Background: an optimization exercise with open tools, aiming at small area, a short achievable clock period and few clock cycles. Do not read the settings as production practice. The RTL of this run was laid out without a check of its function. Power and IR drop assume default switching activity.

$ cat config.mk
export PLATFORM = sky130hd
export DESIGN_NAME = CORDIC
export DESIGN_NICKNAME = CORDIC
export VERILOG_FILES = /design/flow/design.v
export SDC_FILE = /design/flow/constraint.sdc
export NUM_CORES = 4
export LEC_CHECK = 0
export ABC_AREA = 1
export CAP_MARGIN = 20
export CORE_MARGIN = 2
export CORE_UTILIZATION = 40
export SETUP_SLACK_MARGIN = 4.2
export SLEW_MARGIN = 20
export SYNTH_HIERARCHICAL = 1
export SYNTH_MINIMUM_KEEP_SIZE = 0
$ cat constraint.sdc
create_clock -name core_clock -period 7.5 [get_ports {clk}]
set_input_delay 1.5000 -clock core_clock [delete_from_list [all_inputs] [get_ports {clk}]]
set_output_delay 1.5000 -clock core_clock [all_outputs]
set_load 0.01 [all_outputs]
$ cat design.v
module CORDIC #(parameter integer W = 32)
(
    input wire clk,
    input wire start,
    input wire signed [31:0] x,
    input wire signed [31:0] y,
    output wire signed [W-1:0]phi,
    output wire done
);
reg [31:0] xr;
reg [31:0] yr;
reg [31:0] z;
reg [4:0] cnt;
reg dn;
reg [0:0] b27;   
reg [1:0] c0;
wire d = yr[31];
wire [31:0] xs, ys, xn, yn, zn;
cordic_addsub u_addx (.a(xr), .src(yr), .s({cnt[4:1], c0[0]}), .inv(d), .ld(start), .din(x), .o(xn));
cordic_addsub u_addy (.a(yr), .src(xr), .s({cnt[4:1], ~c0[1]}), .inv(~d), .ld(start), .din(y), .o(yn));
wire [31:0] za;
cordic_ztab u_tab (.i(cnt), .d(d), .dn(dn), .o(za));
cordic_add u_addz (.a(z), .b(za), .o(zn));
cordic_fin u_fin (.a(z), .b(b27), .o(phi));
assign done = dn;
always @(posedge clk) begin
    xr <= xn;
    yr <= yn;
    if (start)
        z <= 32'h906dfdfb;
    else
        z <= zn;
    if (start) begin
        cnt <= 5'd0;
        dn  <= 1'b0;
        c0[0] <= 1'b0;
        c0[1] <= 1'b1;
    end else if (!dn) begin
        cnt <= cnt + 5'd1;
        dn  <= (cnt == 5'd26);
        b27 <= {~yn[31]};
        c0[0] <= ~c0[0];
        c0[1] <= ~c0[1];
    end
end
endmodule
module cordic_shr (input wire [31:0] a, input wire [4:0] s, output wire [31:0] o);
wire [31:0] l0 = s[0] ? {{1{a[31]}}, a[31:1]} : a;
wire [31:0] l1 = s[1] ? {{2{l0[31]}}, l0[31:2]} : l0;
wire [31:0] l2 = s[2] ? {{4{l1[31]}}, l1[31:4]} : l1;
wire [31:0] l3 = s[3] ? {{8{l2[31]}}, l2[31:8]} : l2;
wire [31:0] l4 = s[4] ? {{16{l3[31]}}, l3[31:16]} : l3;
assign o = l4;
endmodule
module cordic_addsub (input wire [31:0] a, input wire [31:0] src, input wire [4:0] s, input wire inv, input wire ld, input wire [31:0] din, output wire [31:0] o);
wire [31:0] ax;
cordic_xor u_x (.a(a), .s(inv), .o(ax));
wire [31:0] p, g;
cordic_shpg u_pg (.a(a), .ax(ax), .src(src), .s(s), .cin(inv), .p(p), .g(g));
cordic_pfxl u_pfx (.p(p), .g(g), .cin(inv), .ld(ld), .din(din), .o(o));
endmodule
module cordic_pfxl (input wire [31:0] p, input wire [31:0] g, input wire cin, input wire ld, input wire [31:0] din, output wire [31:0] o);
wire [31:0] s;
wire G0_1 = g[1] | (p[1] & g[0]);
wire G0_3 = g[3] | (p[3] & g[2]);
wire P0_3 = p[3] & p[2];
wire G0_5 = g[5] | (p[5] & g[4]);
wire P0_5 = p[5] & p[4];
wire G0_7 = g[7] | (p[7] & g[6]);
wire P0_7 = p[7] & p[6];
wire G0_9 = g[9] | (p[9] & g[8]);
wire P0_9 = p[9] & p[8];
wire G0_11 = g[11] | (p[11] & g[10]);
wire P0_11 = p[11] & p[10];
wire G0_13 = g[13] | (p[13] & g[12]);
wire P0_13 = p[13] & p[12];
wire G0_15 = g[15] | (p[15] & g[14]);
wire P0_15 = p[15] & p[14];
wire G0_17 = g[17] | (p[17] & g[16]);
wire P0_17 = p[17] & p[16];
wire G0_19 = g[19] | (p[19] & g[18]);
wire P0_19 = p[19] & p[18];
wire G0_21 = g[21] | (p[21] & g[20]);
wire P0_21 = p[21] & p[20];
wire G0_23 = g[23] | (p[23] & g[22]);
wire P0_23 = p[23] & p[22];
wire G0_25 = g[25] | (p[25] & g[24]);
wire P0_25 = p[25] & p[24];
wire G0_27 = g[27] | (p[27] & g[26]);
wire P0_27 = p[27] & p[26];
wire G0_29 = g[29] | (p[29] & g[28]);
wire P0_29 = p[29] & p[28];
wire G0_31 = g[31] | (p[31] & g[30]);
wire P0_31 = p[31] & p[30];
wire G1_2 = g[2] | (p[2] & G0_1);
wire G1_3 = G0_3 | (P0_3 & G0_1);
wire G1_6 = g[6] | (p[6] & G0_5);
wire P1_6 = p[6] & P0_5;
wire G1_7 = G0_7 | (P0_7 & G0_5);
wire P1_7 = P0_7 & P0_5;
wire G1_10 = g[10] | (p[10] & G0_9);
wire P1_10 = p[10] & P0_9;
wire G1_11 = G0_11 | (P0_11 & G0_9);
wire P1_11 = P0_11 & P0_9;
wire G1_14 = g[14] | (p[14] & G0_13);
wire P1_14 = p[14] & P0_13;
wire G1_15 = G0_15 | (P0_15 & G0_13);
wire P1_15 = P0_15 & P0_13;
wire G1_18 = g[18] | (p[18] & G0_17);
wire P1_18 = p[18] & P0_17;
wire G1_19 = G0_19 | (P0_19 & G0_17);
wire P1_19 = P0_19 & P0_17;
wire G1_22 = g[22] | (p[22] & G0_21);
wire P1_22 = p[22] & P0_21;
wire G1_23 = G0_23 | (P0_23 & G0_21);
wire P1_23 = P0_23 & P0_21;
wire G1_26 = g[26] | (p[26] & G0_25);
wire P1_26 = p[26] & P0_25;
wire G1_27 = G0_27 | (P0_27 & G0_25);
wire P1_27 = P0_27 & P0_25;
wire G1_30 = g[30] | (p[30] & G0_29);
wire P1_30 = p[30] & P0_29;
wire G1_31 = G0_31 | (P0_31 & G0_29);
wire P1_31 = P0_31 & P0_29;
wire G2_4 = g[4] | (p[4] & G1_3);
wire G2_5 = G0_5 | (P0_5 & G1_3);
wire G2_6 = G1_6 | (P1_6 & G1_3);
wire G2_7 = G1_7 | (P1_7 & G1_3);
wire G2_12 = g[12] | (p[12] & G1_11);
wire P2_12 = p[12] & P1_11;
wire G2_13 = G0_13 | (P0_13 & G1_11);
wire P2_13 = P0_13 & P1_11;
wire G2_14 = G1_14 | (P1_14 & G1_11);
wire P2_14 = P1_14 & P1_11;
wire G2_15 = G1_15 | (P1_15 & G1_11);
wire P2_15 = P1_15 & P1_11;
wire G2_20 = g[20] | (p[20] & G1_19);
wire P2_20 = p[20] & P1_19;
wire G2_21 = G0_21 | (P0_21 & G1_19);
wire P2_21 = P0_21 & P1_19;
wire G2_22 = G1_22 | (P1_22 & G1_19);
wire P2_22 = P1_22 & P1_19;
wire G2_23 = G1_23 | (P1_23 & G1_19);
wire P2_23 = P1_23 & P1_19;
wire G2_28 = g[28] | (p[28] & G1_27);
wire P2_28 = p[28] & P1_27;
wire G2_29 = G0_29 | (P0_29 & G1_27);
wire P2_29 = P0_29 & P1_27;
wire G2_30 = G1_30 | (P1_30 & G1_27);
wire P2_30 = P1_30 & P1_27;
wire G2_31 = G1_31 | (P1_31 & G1_27);
wire P2_31 = P1_31 & P1_27;
wire G3_8 = g[8] | (p[8] & G2_7);
wire G3_9 = G0_9 | (P0_9 & G2_7);
wire G3_10 = G1_10 | (P1_10 & G2_7);
wire G3_11 = G1_11 | (P1_11 & G2_7);
wire G3_12 = G2_12 | (P2_12 & G2_7);
wire G3_13 = G2_13 | (P2_13 & G2_7);
wire G3_14 = G2_14 | (P2_14 & G2_7);
wire G3_15 = G2_15 | (P2_15 & G2_7);
wire G3_24 = g[24] | (p[24] & G2_23);
wire P3_24 = p[24] & P2_23;
wire G3_25 = G0_25 | (P0_25 & G2_23);
wire P3_25 = P0_25 & P2_23;
wire G3_26 = G1_26 | (P1_26 & G2_23);
wire P3_26 = P1_26 & P2_23;
wire G3_27 = G1_27 | (P1_27 & G2_23);
wire P3_27 = P1_27 & P2_23;
wire G3_28 = G2_28 | (P2_28 & G2_23);
wire P3_28 = P2_28 & P2_23;
wire G3_29 = G2_29 | (P2_29 & G2_23);
wire P3_29 = P2_29 & P2_23;
wire G3_30 = G2_30 | (P2_30 & G2_23);
wire P3_30 = P2_30 & P2_23;
wire G3_31 = G2_31 | (P2_31 & G2_23);
wire P3_31 = P2_31 & P2_23;
wire G4_16 = g[16] | (p[16] & G3_15);
wire G4_17 = G0_17 | (P0_17 & G3_15);
wire G4_18 = G1_18 | (P1_18 & G3_15);
wire G4_19 = G1_19 | (P1_19 & G3_15);
wire G4_20 = G2_20 | (P2_20 & G3_15);
wire G4_21 = G2_21 | (P2_21 & G3_15);
wire G4_22 = G2_22 | (P2_22 & G3_15);
wire G4_23 = G2_23 | (P2_23 & G3_15);
wire G4_24 = G3_24 | (P3_24 & G3_15);
wire G4_25 = G3_25 | (P3_25 & G3_15);
wire G4_26 = G3_26 | (P3_26 & G3_15);
wire G4_27 = G3_27 | (P3_27 & G3_15);
wire G4_28 = G3_28 | (P3_28 & G3_15);
wire G4_29 = G3_29 | (P3_29 & G3_15);
wire G4_30 = G3_30 | (P3_30 & G3_15);
wire G4_31 = G3_31 | (P3_31 & G3_15);
assign s = p ^ {G4_30, G4_29, G4_28, G4_27, G4_26, G4_25, G4_24, G4_23, G4_22, G4_21, G4_20, G4_19, G4_18, G4_17, G4_16, G3_15, G3_14, G3_13, G3_12, G3_11, G3_10, G3_9, G3_8, G2_7, G2_6, G2_5, G2_4, G1_3, G1_2, G0_1, g[0], cin};
assign o = ld ? din : s;
endmodule
module cordic_shpg (input wire [31:0] a, input wire [31:0] ax, input wire [31:0] src, input wire [4:0] s, input wire cin, output wire [31:0] p, output wire [31:0] g);
wire [31:0] l0 = s[0] ? {{1{src[31]}}, src[31:1]} : src;
wire [31:0] l1 = s[1] ? {{2{l0[31]}}, l0[31:2]} : l0;
wire [31:0] l2 = s[2] ? {{4{l1[31]}}, l1[31:4]} : l1;
wire [31:0] l3 = s[3] ? {{8{l2[31]}}, l2[31:8]} : l2;
wire [31:0] l4 = s[4] ? {{16{l3[31]}}, l3[31:16]} : l3;
assign p = ax ^ l4;
wire [31:0] g1 = a & ~p;
assign g = {g1[31:1], g1[0] | (p[0] & cin)};
endmodule
module cordic_xor (input wire [31:0] a, input wire s, output wire [31:0] o);
assign o = a ^ {32{s}};
endmodule
module cordic_pgx (input wire [31:0] a, input wire [31:0] ax, input wire [31:0] b, input wire cin, output wire [31:0] p, output wire [31:0] g);
assign p = ax ^ b;
wire [31:0] g1 = a & ~p;
assign g = {g1[31:1], g1[0] | (p[0] & cin)};
endmodule
module cordic_pfx (input wire [31:0] p, input wire [31:0] g, input wire cin, output wire [31:0] o);
wire G0_1 = g[1] | (p[1] & g[0]);
wire G0_3 = g[3] | (p[3] & g[2]);
wire P0_3 = p[3] & p[2];
wire G0_5 = g[5] | (p[5] & g[4]);
wire P0_5 = p[5] & p[4];
wire G0_7 = g[7] | (p[7] & g[6]);
wire P0_7 = p[7] & p[6];
wire G0_9 = g[9] | (p[9] & g[8]);
wire P0_9 = p[9] & p[8];
wire G0_11 = g[11] | (p[11] & g[10]);
wire P0_11 = p[11] & p[10];
wire G0_13 = g[13] | (p[13] & g[12]);
wire P0_13 = p[13] & p[12];
wire G0_15 = g[15] | (p[15] & g[14]);
wire P0_15 = p[15] & p[14];
wire G0_17 = g[17] | (p[17] & g[16]);
wire P0_17 = p[17] & p[16];
wire G0_19 = g[19] | (p[19] & g[18]);
wire P0_19 = p[19] & p[18];
wire G0_21 = g[21] | (p[21] & g[20]);
wire P0_21 = p[21] & p[20];
wire G0_23 = g[23] | (p[23] & g[22]);
wire P0_23 = p[23] & p[22];
wire G0_25 = g[25] | (p[25] & g[24]);
wire P0_25 = p[25] & p[24];
wire G0_27 = g[27] | (p[27] & g[26]);
wire P0_27 = p[27] & p[26];
wire G0_29 = g[29] | (p[29] & g[28]);
wire P0_29 = p[29] & p[28];
wire G0_31 = g[31] | (p[31] & g[30]);
wire P0_31 = p[31] & p[30];
wire G1_2 = g[2] | (p[2] & G0_1);
wire G1_3 = G0_3 | (P0_3 & G0_1);
wire G1_6 = g[6] | (p[6] & G0_5);
wire P1_6 = p[6] & P0_5;
wire G1_7 = G0_7 | (P0_7 & G0_5);
wire P1_7 = P0_7 & P0_5;
wire G1_10 = g[10] | (p[10] & G0_9);
wire P1_10 = p[10] & P0_9;
wire G1_11 = G0_11 | (P0_11 & G0_9);
wire P1_11 = P0_11 & P0_9;
wire G1_14 = g[14] | (p[14] & G0_13);
wire P1_14 = p[14] & P0_13;
wire G1_15 = G0_15 | (P0_15 & G0_13);
wire P1_15 = P0_15 & P0_13;
wire G1_18 = g[18] | (p[18] & G0_17);
wire P1_18 = p[18] & P0_17;
wire G1_19 = G0_19 | (P0_19 & G0_17);
wire P1_19 = P0_19 & P0_17;
wire G1_22 = g[22] | (p[22] & G0_21);
wire P1_22 = p[22] & P0_21;
wire G1_23 = G0_23 | (P0_23 & G0_21);
wire P1_23 = P0_23 & P0_21;
wire G1_26 = g[26] | (p[26] & G0_25);
wire P1_26 = p[26] & P0_25;
wire G1_27 = G0_27 | (P0_27 & G0_25);
wire P1_27 = P0_27 & P0_25;
wire G1_30 = g[30] | (p[30] & G0_29);
wire P1_30 = p[30] & P0_29;
wire G1_31 = G0_31 | (P0_31 & G0_29);
wire P1_31 = P0_31 & P0_29;
wire G2_4 = g[4] | (p[4] & G1_3);
wire G2_5 = G0_5 | (P0_5 & G1_3);
wire G2_6 = G1_6 | (P1_6 & G1_3);
wire G2_7 = G1_7 | (P1_7 & G1_3);
wire G2_12 = g[12] | (p[12] & G1_11);
wire P2_12 = p[12] & P1_11;
wire G2_13 = G0_13 | (P0_13 & G1_11);
wire P2_13 = P0_13 & P1_11;
wire G2_14 = G1_14 | (P1_14 & G1_11);
wire P2_14 = P1_14 & P1_11;
wire G2_15 = G1_15 | (P1_15 & G1_11);
wire P2_15 = P1_15 & P1_11;
wire G2_20 = g[20] | (p[20] & G1_19);
wire P2_20 = p[20] & P1_19;
wire G2_21 = G0_21 | (P0_21 & G1_19);
wire P2_21 = P0_21 & P1_19;
wire G2_22 = G1_22 | (P1_22 & G1_19);
wire P2_22 = P1_22 & P1_19;
wire G2_23 = G1_23 | (P1_23 & G1_19);
wire P2_23 = P1_23 & P1_19;
wire G2_28 = g[28] | (p[28] & G1_27);
wire P2_28 = p[28] & P1_27;
wire G2_29 = G0_29 | (P0_29 & G1_27);
wire P2_29 = P0_29 & P1_27;
wire G2_30 = G1_30 | (P1_30 & G1_27);
wire P2_30 = P1_30 & P1_27;
wire G2_31 = G1_31 | (P1_31 & G1_27);
wire P2_31 = P1_31 & P1_27;
wire G3_8 = g[8] | (p[8] & G2_7);
wire G3_9 = G0_9 | (P0_9 & G2_7);
wire G3_10 = G1_10 | (P1_10 & G2_7);
wire G3_11 = G1_11 | (P1_11 & G2_7);
wire G3_12 = G2_12 | (P2_12 & G2_7);
wire G3_13 = G2_13 | (P2_13 & G2_7);
wire G3_14 = G2_14 | (P2_14 & G2_7);
wire G3_15 = G2_15 | (P2_15 & G2_7);
wire G3_24 = g[24] | (p[24] & G2_23);
wire P3_24 = p[24] & P2_23;
wire G3_25 = G0_25 | (P0_25 & G2_23);
wire P3_25 = P0_25 & P2_23;
wire G3_26 = G1_26 | (P1_26 & G2_23);
wire P3_26 = P1_26 & P2_23;
wire G3_27 = G1_27 | (P1_27 & G2_23);
wire P3_27 = P1_27 & P2_23;
wire G3_28 = G2_28 | (P2_28 & G2_23);
wire P3_28 = P2_28 & P2_23;
wire G3_29 = G2_29 | (P2_29 & G2_23);
wire P3_29 = P2_29 & P2_23;
wire G3_30 = G2_30 | (P2_30 & G2_23);
wire P3_30 = P2_30 & P2_23;
wire G3_31 = G2_31 | (P2_31 & G2_23);
wire P3_31 = P2_31 & P2_23;
wire G4_16 = g[16] | (p[16] & G3_15);
wire G4_17 = G0_17 | (P0_17 & G3_15);
wire G4_18 = G1_18 | (P1_18 & G3_15);
wire G4_19 = G1_19 | (P1_19 & G3_15);
wire G4_20 = G2_20 | (P2_20 & G3_15);
wire G4_21 = G2_21 | (P2_21 & G3_15);
wire G4_22 = G2_22 | (P2_22 & G3_15);
wire G4_23 = G2_23 | (P2_23 & G3_15);
wire G4_24 = G3_24 | (P3_24 & G3_15);
wire G4_25 = G3_25 | (P3_25 & G3_15);
wire G4_26 = G3_26 | (P3_26 & G3_15);
wire G4_27 = G3_27 | (P3_27 & G3_15);
wire G4_28 = G3_28 | (P3_28 & G3_15);
wire G4_29 = G3_29 | (P3_29 & G3_15);
wire G4_30 = G3_30 | (P3_30 & G3_15);
wire G4_31 = G3_31 | (P3_31 & G3_15);
assign o = p ^ {G4_30, G4_29, G4_28, G4_27, G4_26, G4_25, G4_24, G4_23, G4_22, G4_21, G4_20, G4_19, G4_18, G4_17, G4_16, G3_15, G3_14, G3_13, G3_12, G3_11, G3_10, G3_9, G3_8, G2_7, G2_6, G2_5, G2_4, G1_3, G1_2, G0_1, g[0], cin};
endmodule
module cordic_add (input wire [31:0] a, input wire [31:0] b, output wire [31:0] o);
wire [31:0] p, g;
cordic_pgz u_pg (.a(a), .b(b), .p(p), .g(g));
cordic_pfx u_pfx (.p(p), .g(g), .cin(1'b0), .o(o));
endmodule
module cordic_pgz (input wire [31:0] a, input wire [31:0] b, output wire [31:0] p, output wire [31:0] g);
assign p = a ^ b;
assign g = a & b;
endmodule
module cordic_ztab (input wire [4:0] i, input wire d, input wire dn, output wire [31:0] o);
wire [31:0] t =
    ({32{i == 5'd0}} & 32'h6487ed52) |
    ({32{i == 5'd1}} & 32'h3b58ce0a) |
    ({32{i == 5'd2}} & 32'h1f5b75fa) |
    ({32{i == 5'd3}} & 32'h0feadd4e) |
    ({32{i == 5'd4}} & 32'h07fd56ee) |
    ({32{i == 5'd5}} & 32'h03ffaab8) |
    ({32{i == 5'd6}} & 32'h01fff556) |
    ({32{i == 5'd7}} & 32'h00fffeaa) |
    ({32{i == 5'd8}} & 32'h007fffd6) |
    ({32{i == 5'd9}} & 32'h003ffffa) |
    ({32{i == 5'd10}} & 32'h00200000) |
    ({32{i == 5'd11}} & 32'h00100000) |
    ({32{i == 5'd12}} & 32'h00080000) |
    ({32{i == 5'd13}} & 32'h00040000) |
    ({32{i == 5'd14}} & 32'h00020000) |
    ({32{i == 5'd15}} & 32'h00010000) |
    ({32{i == 5'd16}} & 32'h00008000) |
    ({32{i == 5'd17}} & 32'h00004000) |
    ({32{i == 5'd18}} & 32'h00002000) |
    ({32{i == 5'd19}} & 32'h00001000) |
    ({32{i == 5'd20}} & 32'h00000800) |
    ({32{i == 5'd21}} & 32'h00000400) |
    ({32{i == 5'd22}} & 32'h00000200) |
    ({32{i == 5'd23}} & 32'h00000100) |
    ({32{i == 5'd24}} & 32'h00000080) |
    ({32{i == 5'd25}} & 32'h00000040) |
    ({32{i == 5'd26}} & 32'h00000020);
assign o = d ? 32'h0 : t;
endmodule
module cordic_fin (input wire [31:0] a, input wire [0:0] b, output wire [31:0] o);
wire [27:0] t = a[31:4];
wire a0_1 = t[1] & t[0];
wire a0_3 = t[3] & t[2];
wire a0_5 = t[5] & t[4];
wire a0_7 = t[7] & t[6];
wire a0_9 = t[9] & t[8];
wire a0_11 = t[11] & t[10];
wire a0_13 = t[13] & t[12];
wire a0_15 = t[15] & t[14];
wire a0_17 = t[17] & t[16];
wire a0_19 = t[19] & t[18];
wire a0_21 = t[21] & t[20];
wire a0_23 = t[23] & t[22];
wire a0_25 = t[25] & t[24];
wire a0_27 = t[27] & t[26];
wire a1_2 = t[2] & a0_1;
wire a1_3 = a0_3 & a0_1;
wire a1_6 = t[6] & a0_5;
wire a1_7 = a0_7 & a0_5;
wire a1_10 = t[10] & a0_9;
wire a1_11 = a0_11 & a0_9;
wire a1_14 = t[14] & a0_13;
wire a1_15 = a0_15 & a0_13;
wire a1_18 = t[18] & a0_17;
wire a1_19 = a0_19 & a0_17;
wire a1_22 = t[22] & a0_21;
wire a1_23 = a0_23 & a0_21;
wire a1_26 = t[26] & a0_25;
wire a1_27 = a0_27 & a0_25;
wire a2_4 = t[4] & a1_3;
wire a2_5 = a0_5 & a1_3;
wire a2_6 = a1_6 & a1_3;
wire a2_7 = a1_7 & a1_3;
wire a2_12 = t[12] & a1_11;
wire a2_13 = a0_13 & a1_11;
wire a2_14 = a1_14 & a1_11;
wire a2_15 = a1_15 & a1_11;
wire a2_20 = t[20] & a1_19;
wire a2_21 = a0_21 & a1_19;
wire a2_22 = a1_22 & a1_19;
wire a2_23 = a1_23 & a1_19;
wire a3_8 = t[8] & a2_7;
wire a3_9 = a0_9 & a2_7;
wire a3_10 = a1_10 & a2_7;
wire a3_11 = a1_11 & a2_7;
wire a3_12 = a2_12 & a2_7;
wire a3_13 = a2_13 & a2_7;
wire a3_14 = a2_14 & a2_7;
wire a3_15 = a2_15 & a2_7;
wire a3_24 = t[24] & a2_23;
wire a3_25 = a0_25 & a2_23;
wire a3_26 = a1_26 & a2_23;
wire a3_27 = a1_27 & a2_23;
wire a4_16 = t[16] & a3_15;
wire a4_17 = a0_17 & a3_15;
wire a4_18 = a1_18 & a3_15;
wire a4_19 = a1_19 & a3_15;
wire a4_20 = a2_20 & a3_15;
wire a4_21 = a2_21 & a3_15;
wire a4_22 = a2_22 & a3_15;
wire a4_23 = a2_23 & a3_15;
wire a4_24 = a3_24 & a3_15;
wire a4_25 = a3_25 & a3_15;
wire a4_26 = a3_26 & a3_15;
wire a4_27 = a3_27 & a3_15;
assign o = {t ^ {(b[0] & a4_26), (b[0] & a4_25), (b[0] & a4_24), (b[0] & a4_23), (b[0] & a4_22), (b[0] & a4_21), (b[0] & a4_20), (b[0] & a4_19), (b[0] & a4_18), (b[0] & a4_17), (b[0] & a4_16), (b[0] & a3_15), (b[0] & a3_14), (b[0] & a3_13), (b[0] & a3_12), (b[0] & a3_11), (b[0] & a3_10), (b[0] & a3_9), (b[0] & a3_8), (b[0] & a2_7), (b[0] & a2_6), (b[0] & a2_5), (b[0] & a2_4), (b[0] & a1_3), (b[0] & a1_2), (b[0] & a0_1), (b[0] & t[0]), b[0]}, a[3:0]};
endmodule
$ cat run.sh
#!/bin/bash
# synth_recipe.tcl (not shown) runs the flow's synth.tcl, then flattens the netlist and writes it again
# the make line also repeats each setting of config.mk as NAME=value (left out here)
make -C /OpenROAD-flow-scripts/flow DESIGN_CONFIG=/design/flow/config.mk WORK_HOME=/design/flow/orfs CLKGATE_MAP_FILE= SYNTH_SCRIPT=/design/flow/synth_recipe.tcl finish
==> results.ini <==
[yosys]
avgSynthCellArea_sq_um = 5.160
synth.cell_area_sq_um = 15010
synth_cells = 2909
yosysWarnings = 7

[layout]
antenna_cells = 0
area_growth_pct = 18.45
fin_cells = 3508
drive_gt1_share_pct = 12.50
fillers = 3918
nNetsFinal = 3151
regArea_sq_um = 2188
multi_input_area_sq_um = 11000

[global_routing]
grt-ovfl-total = 0
grt_pass1_vias = 15870
grt_pass1_wl_um = 79160
grtUsageTotal_pct = 25.20
antenna_found_initial = 0
grt_max_degree = 61

[routing]
antenna_left = 0
drt-initial-drc-count = 1416
route.detailed.drc = 0
drt-total-wl_um = 52220
dr.pass1.iters = 5
routedWlPerCell_um = 14.89
vias = 18300
vias_per_cell = 5.216

[clock_tree]
tritoncts = yes
htree_num_levels = 3
cts_root_buf = clkbuf_16
clockBufferDepth = 2
path_clk_slew_ns = 0.09
cts_buffers = 9
clock-sinks = 105
clock_latency_ns = 0.40

[timing]
hold_ws_ns = 0.4929
rsz0062_at_grt = true
drv_slew = 0
fin_crit_ns = 3.431
fin_crit_sh_pct = 45.74
slew_headroom_pct = 41.11
hold_violations = 0
fmax_mhz = 291.5
tns_ns = 0
tightest_slew_ns = 0.8823
fin_skew_ns = 0.01184
finalSetupViolCount = 0

[die]
die_y_um = 197.7
coreArea_sq_um = 36790
fp-row-count = 70
die-area_sq_um = 39090
ioPinCount = 99
start_util_pct = 40.81
die_w_um = 197.7

[critical_path]
required_ns = 6.00
crit_arrival_ns = 1.93
path_class = register to primary output
end_kind = primary output
cp_max_fo = 3
setup.worst_path.start_class = register

[pwr]
power.density_nw_per_um2 = 463.1
vdd_drop_max_mv = 0.2089
leakagePower_nw = 10.20

[outcome]
outcome = no timing/DRC/antenna violations

[placed_design]
port_buffers = 98
hpwl_um = 37230
dpl.cell_count = 3373
place.gp.congestion = 0.9734

[min_path]
hp-class = register to register

[flow_run]
drv_cap = 0

## what timing repair did
item | 4_1_cts | 5_1_grt
buffers inserted | 48 | 52
cloned | 10 | 9
pin swaps | 19 | 26
hold buffers | 0 | 0
gates resized for setup | 178 | 115
endpoints found under the setup margin | 105 | 91
## worst max-delay path, cell delays in order (launching register included)
cell,delay [ns]
edfxtp_1,0.45
buf_4,0.15
buf_6,0.10
nand2_2,0.04
nor2_2,0.11
nand2_2,0.10
nor2_4,0.11
buf_6,0.11
buf_6,0.08
nand4_1,0.06
nand2_1,0.09
buf_2,0.13
## final timing paths
check             to  depth (start not counted)   start  slack (ns)
max reg2reg    z[28]                         23  cnt[1]        4.38
min            c0[1]                          1   c0[1]        0.49
min reg2reg    c0[1]                          1   c0[1]        0.49
max          phi[23]                         11     b27        4.07
## registers in the layout, summed over array words and instances (netlist names)
register / count
xr: 32
c0: 2
b27: 1
dn: 1
cnt: 5
yr: 32
z: 32
## where the power goes
part / switching (mW) / leakage, nW / internal (mW)
registers: 0.492 / 0.886 / 0.850
clock network: 0.269 / 0.136 / 0.232
logic: 4.04 / 9.18 / 2.35
total: 4.80 / 10.2 / 3.43
## cells in the final DEF, fill, tap and decap left out, types with 10 or more instances in the layout
cell and n:
nand3_2 23, buf_4 78, nand2_1 1154, nand2_4 12, dfxtp_1 77, nor2_1 197
nor2_4 17, nand4_1 16, or2_1 20, ha_1 49, o21ai_0 24, dfxtp_2 10
xor2_1 24, a21oi_1 94, nand3_1 497, nor2_2 12, clkbuf_16 16, buf_2 25
clkinvlp_4 19, dfxtp_4 17, nor3_1 10, nand3b_1 20, buf_6 24, nand2_2 78
clkdlybuf4s50_1 69, inv_1 376
## per-stage QoR
| step | utilization [%] | worst slack (ns) | total power [mW] | cell area [sq um] |
|---|---|---|---|---|
| 6_report | 48.33 | 4.069 | 8.233 | 17780 |
| 3_5_place_dp | 43.32 | 3.287 | 7.262 | 15940 |
| 3_3_place_gp | 43.32 | 3.380 | 7.129 | 15940 |
| 5_1_grt | 48.33 | 3.973 | 9.218 | 17780 |
| 4_1_cts | 45.72 | 4.037 | 7.879 | 16820 |
| 2_1_floorplan | - | 4.519 | 5.970 | 15010 |
## layout make-up
type	instances	area share, %
clock buffers	9	1.267
repair inverters	8	0.3378
flip-flops and latches	105	12.31
inverters	398	8.888
multi-input cells	2299	61.89
repair buffers	214	11.68
clock inverters	7	0.3378
well taps	468	3.293
## per-layer routing
layer  vias to the layer above  GRT usage [%]  wire (um)
met5                         -              0          0
met3                       125          3.390       2900
li1                       9328              -          -
met4                         0          9.412       1998
met2                       560          45.16      25250
met1                      8286          30.56      22070

[afterwards: timing with drivers on the ports]
No port has a modelled driver above. Below, the same layout with a new extraction and two added sets of constraints.
Step 1: set_driving_cell puts a clkbuf_16 on clk and a buf_2 on each other input, an assumption about the parent block.
Step 2 times the ports against the registers' clock, not the clock port: input delays grow and output delays shrink by t, the midpoint of the rising clock arrivals with the driver on.
Three values: ideal, step 1, step 2; two values: the first two.
t, ns: 0.446
setup WS [ns]: 4.069 / 4.016 / 4.239
worst hold slack (ns): 0.493 / 0.493 / 0.493
After both steps setup and hold are still met in this run. The setup slack of this run moves by -0.053 ns with the drivers and by +0.170 ns with both steps.
